What follows belongs to an exercise in optimizing a design on an open flow for small area, a short achievable clock period and few clock cycles per item; a production flow would make more cautious choices.
The RTL was checked by simulation tests, not by an equivalence proof against the original design.

==> job 4818 <==
Design Divider_Modulo, start of the top module:
module Divider_Modulo (clk, reset, mode, valid_in, divisor, dividend, result, valid_out);
Settings: LEC_CHECK=0, ABC_AREA=1, CAP_MARGIN=20, CORE_MARGIN=2, CORE_UTILIZATION=40, GPL_TIMING_DRIVEN=0, SLEW_MARGIN=20, SYNTH_HIERARCHICAL=1; clock period 25.0 ns.
standard.sh (not shown) runs the stock make flow with config.mk's settings and CLKGATE_MAP_FILE= SYNTH_SCRIPT=/design/flow/synth_recipe.tcl, a recipe that flattens the netlist after the stock synthesis.
==> flow/flow/run.sh <==
#!/bin/bash
# Own layout flow: the standard synthesis unchanged, then the standard
# layout with these changes:
#  - ports are buffered with buf_4 cells instead of the slow delay buffers the
#    default port buffering picks;
#  - repair may resize a cell to any cell of the same function;
set -euo pipefail
bash standard.sh synth > synth.log 2>&1
bash standard.sh "BUFFER_PORTS_ARGS=-buffer_cell sky130_fd_sc_hd__buf_4" \
  SETUP_SLACK_MARGIN=14 TNS_END_PERCENT=0 SKIP_INCREMENTAL_REPAIR=1 finish > layout.log 2>&1
==> inputs of job 2448, as changes to job 4818 <==
==> flow/run.sh (new file) <==
#!/bin/bash
# synth_recipe.tcl (not shown) runs the flow's synth.tcl, then flattens the netlist and writes it again
# the make line also repeats each setting of config.mk as NAME=value (left out here)
make -C /OpenROAD-flow-scripts/flow DESIGN_CONFIG=/design/flow/config.mk WORK_HOME=/design/flow/orfs CLKGATE_MAP_FILE= SYNTH_SCRIPT=/design/flow/synth_recipe.tcl finish
GPL_TIMING_DRIVEN = unset   (was 0)
removed: flow/flow/run.sh
removed: flow/standard.sh
==> comparison table <==
|  | job 2448 | job 4818 |
|---|---|---|
| Final critical delay including setup and external delays | 12.31 ns | 10.95 ns |
| Half-perimeter wire length of the detailed placement result | 35890 um | 42980 um |
| Final worst-path cycle share | 49.25% | 43.79% |
| Post-route met1 wirelength | 19510 um | 21470 um |
| CTS-repair resized insts | 0 | 1 |
| DR pass1 iterations | 8 | 5 |
| Total number of nets in the final design | 3627 | 3783 |
| Endpoint of the worst hold path | shB[14] | mB |
| Clock tree skew after final layout | 0.02174 ns | 0.01274 ns |
| Status | timing/DRC/antenna clean | timing/DRC/antenna clean |
| Buffering stage count on the worst path with inverters included | 4 | 13 |
| Critical path data arrival time | 12.62 ns | 11.23 ns |
| Number of global-route vias before repair | 19080 | 19735 |
| Average via count per standard cell | 4.888 | 4.881 |
| Number of buffers inserted by port buffering | 68 | 56 |
| Critical path endpoint | rA[8] | shA[0] |
| Post-placement cell area | 18730 um2 | 19650 um2 |
| Capture point of the worst reg-to-reg path | rB[10] | rB[1] |
| Clock transition at the registers of the reported paths | 0.07 ns | 0.08 ns |
| Final instance area | 19040 um2 | 19960 um2 |
| Final cell count without fillers | 4181 | 4337 |
| Clock network share of area | 1.610% | 1.524% |
Testbench counts of job 4818, summed over its fixed seeds: cycles 8,000, items 4,000.
Testbench counts of job 2448, summed over its fixed seeds: cycles 8,000, items 4,000.

========
==> 02-14 <==
Divider_Modulo again, from the RTL that the note above started with.
==> flow/design.v (excerpt) <==
module Divider_Modulo (clk, reset, mode, valid_in, divisor, dividend, result, valid_out);
Settings: LEC_CHECK=0, ABC_AREA=1, CAP_MARGIN=20, CORE_MARGIN=2, CORE_UTILIZATION=40, SLEW_MARGIN=20, SYNTH_HIERARCHICAL=1; clock period 25.0 ns.
==> flow/flow/run.sh <==
#!/bin/bash
# Own layout flow: the standard synthesis unchanged, then the standard
# layout with these changes:
#  - ports are buffered with buf_2 cells instead of the slow delay buffers the
#    default port buffering picks;
#  - timing repair works to a setup slack margin of 13.7 ns (worst endpoint
#    only), so that after clock tree synthesis it speeds up the critical paths
#    although every path already meets the 25 ns clock;
set -euo pipefail
bash standard.sh synth > synth.log 2>&1
bash standard.sh "BUFFER_PORTS_ARGS=-buffer_cell sky130_fd_sc_hd__buf_2" \
  SETUP_SLACK_MARGIN=13.7 TNS_END_PERCENT=0 SKIP_INCREMENTAL_REPAIR=1 finish > layout.log 2>&1
==> 08-19: changes against 02-14 <==
==> flow/flow/run.sh (replaced) <==
#!/bin/bash
# Own layout flow: the standard synthesis unchanged, then the standard
# layout with these changes:
#  - ports are buffered with buf_4 cells instead of the slow delay buffers the
#    default port buffering picks;
#  - repair may resize a cell to any cell of the same function;
set -euo pipefail
bash standard.sh synth > synth.log 2>&1
bash standard.sh "BUFFER_PORTS_ARGS=-buffer_cell sky130_fd_sc_hd__buf_4" \
  SETUP_SLACK_MARGIN=14.5 TNS_END_PERCENT=0 SKIP_INCREMENTAL_REPAIR=1 finish > layout.log 2>&1
==> summary of the runs <==
Of 08-19 and 02-14, 08-19 has the higher first-iteration DRC count (gap about 0.34%, measured against 02-14). Wire length: 02-14 is smaller than 08-19 (about 14%). Of 08-19 and 02-14, 02-14 has the higher sequential share of layout area (gap 0.43 points). Clock-buffer cell count is the same in 02-14 and 08-19. In 02-14 the register-to-register slack is lower than in 08-19, by 0.86 ns. In 02-14 the critical path depth is lower than in 08-19, by 3. Of 08-19 and 02-14, 08-19 has the higher non-clock buffer count (gap 25). In flip-flop and latch count, 02-14 and 08-19 do not differ. Of 02-14 and 08-19, 08-19 has the higher cell area (gap about 7%, measured against 08-19). In 08-19 the maximum frequency is larger than in 02-14, by 6.9%.
Testbench counts of 02-14, summed over its fixed seeds: cycles 8,000, items 4,000.
Testbench counts of 08-19, summed over its fixed seeds: cycles 8,000, items 4,000.

========
==> run X: inputs <==
Starting RTL as in the previous note.
clock: 25.0 ns
lec_check: 0
abc_area: 1
cap_margin: 20
core_margin: 2
core_utilization: 40
slew_margin: 20
synth_hierarchical: 1
==> flow/flow/run.sh <==
#!/bin/bash
set -euo pipefail
bash standard.sh synth > synth.log 2>&1
bash standard.sh SETUP_SLACK_MARGIN=14 TNS_END_PERCENT=0 finish > layout.log 2>&1
==> run Z (differences from run X) <==
==> flow/flow/run.sh (replaced) <==
#!/bin/bash
# Own layout flow: the standard synthesis unchanged, then the standard
# layout with these changes:
#  - ports are buffered with buf_4 cells instead of the slow delay buffers the
#    default port buffering picks;
#  - repair may resize a cell to any cell of the same function;
set -euo pipefail
bash standard.sh synth > synth.log 2>&1
bash standard.sh "BUFFER_PORTS_ARGS=-buffer_cell sky130_fd_sc_hd__buf_4" \
  SETUP_SLACK_MARGIN=14 TNS_END_PERCENT=0 SKIP_INCREMENTAL_REPAIR=1 finish > layout.log 2>&1
--- a/flow/config.mk
+++ b/flow/config.mk
@@ -8,6 +8,7 @@
 export ABC_AREA = 1
 export CAP_MARGIN = 20
 export CORE_MARGIN = 2
-export CORE_UTILIZATION = 40
+export CORE_UTILIZATION = 60
+export PLACE_DENSITY = 0.75
 export SLEW_MARGIN = 20
 export SYNTH_HIERARCHICAL = 1
==> summary of the runs <==
Against run X, the cell count of run Z is lower by about 7%.
Clock-buffer cell count is the same in run Z and run X.
In synthesized cell count, run X and run Z do not differ.
Against run X, the first-iteration DRC count of run Z is larger by about 8%.
Run X finished with timing, DRC and antenna clean. Run Z completed with no timing, DRC or antenna violations.
Against run Z, the core utilization of run X is lower by 16 points.
Non-clock buffer count: run X is higher than run Z (71).
Between run Z and run X, the lower die area is in run Z (gap about 33%, measured against run X).
In run X the via count is smaller than in run Z, by 0.98%.
Register-to-register slack: run Z is worse than run X (0.89 ns).
Of run X and run Z, run Z has the higher global-route usage (gap 11 points).
==> figures <==
Status: run Z complete, no violations; run X complete, no violations
Minimum setup slack in the final design: run Z 13.74 ns; run X 14.13 ns
Worst setup timing slack at the placement stage: run Z 13.05 ns; run X 12.11 ns
Final wirelength: run Z 48300 um; run X 53500 um
Worst clock skew: run Z 0.00813 ns; run X 0.0232 ns
Multi-input logic portion of the cell area: run Z 71.7%; run X 69.1%
GR met2 Demand/Resource: run Z 60.7%; run X 41.1%
Fraction of layout cells with a size suffix above 1: run Z 9.12%; run X 12.9%
Wire length on met1: run Z 19400 um; run X 21000 um
Worst reg2reg endpoint: run Z rB[10]; run X rB[6]
Number of global-route vias before repair: run Z 20600; run X 19700
Post-CTS setup buffer count: run Z 12; run X 11
Sum of met3 wire segment lengths after detailed routing: run Z 2460 um; run X 1370 um
Worst hold start: run Z shA[4]; run X shA[6]
# placed instances: run Z 3963; run X 4164
Depth of the worst register-to-register path: run Z 83; run X 76
WL per Instance: run Z 12.1 um; run X 12.4 um
Max Freq: run Z 0.0888 GHz; run X 0.0920 GHz
CP max stage cell: run Z sky130_fd_sc_hd__dfxtp_2; run X sky130_fd_sc_hd__clkdlybuf4s50_1
Met3 track demand over resource in global routing: run Z 4.39%; run X 2.03%
Testbench counts of run X, summed over its fixed seeds: cycles 8,000, items 4,000.
Testbench counts of run Z, summed over its fixed seeds: cycles 8,000, items 4,000.

re-timing with driven ports:
No port has a modelled driver above. Below, the same layouts with a new extraction and two added sets of constraints.
Step 1 sets driving cells, clkbuf_16 on the clock port and buf_2 on the other inputs (assumed; they add their load-dependent delay and slew).
Step 2 also shifts input and output timing later by t, the mid clock arrival at the registers, as if the neighbouring blocks saw the same clock.
Slacks: ideal ports / drivers / drivers and shift; pairs: ideal ports / drivers.
| run | t (ns) | slack for setup (ns) | latest minus earliest clock arrival (ns) | cell pins on the clock port's net |
|---|---|---|---|---|
| job 4818 | 0.433 | 14.052 / 14.082 / 13.648 | 0.013 / 0.013 | 1 |
| job 2448 | 0.435 | 12.688 / 12.714 / 12.278 | 0.023 / 0.023 | 1 |
| 02-14 | 0.435 | 13.740 / 13.688 / 13.402 | 0.017 / 0.018 | 1 |
| 08-19 | 0.436 | 14.464 / 14.437 / 14.046 | 0.018 / 0.018 | 1 |
| run X | 0.442 | 14.131 / 14.085 / 13.700 | 0.025 / 0.025 | 1 |
| run Z | 0.407 | 13.735 / 13.687 / 13.532 | 0.010 / 0.009 | 1 |
After both steps every run listed still meets setup and hold. The setup slack of run X, which loses most, moves by -0.046 ns with the drivers and by -0.431 ns with both steps.
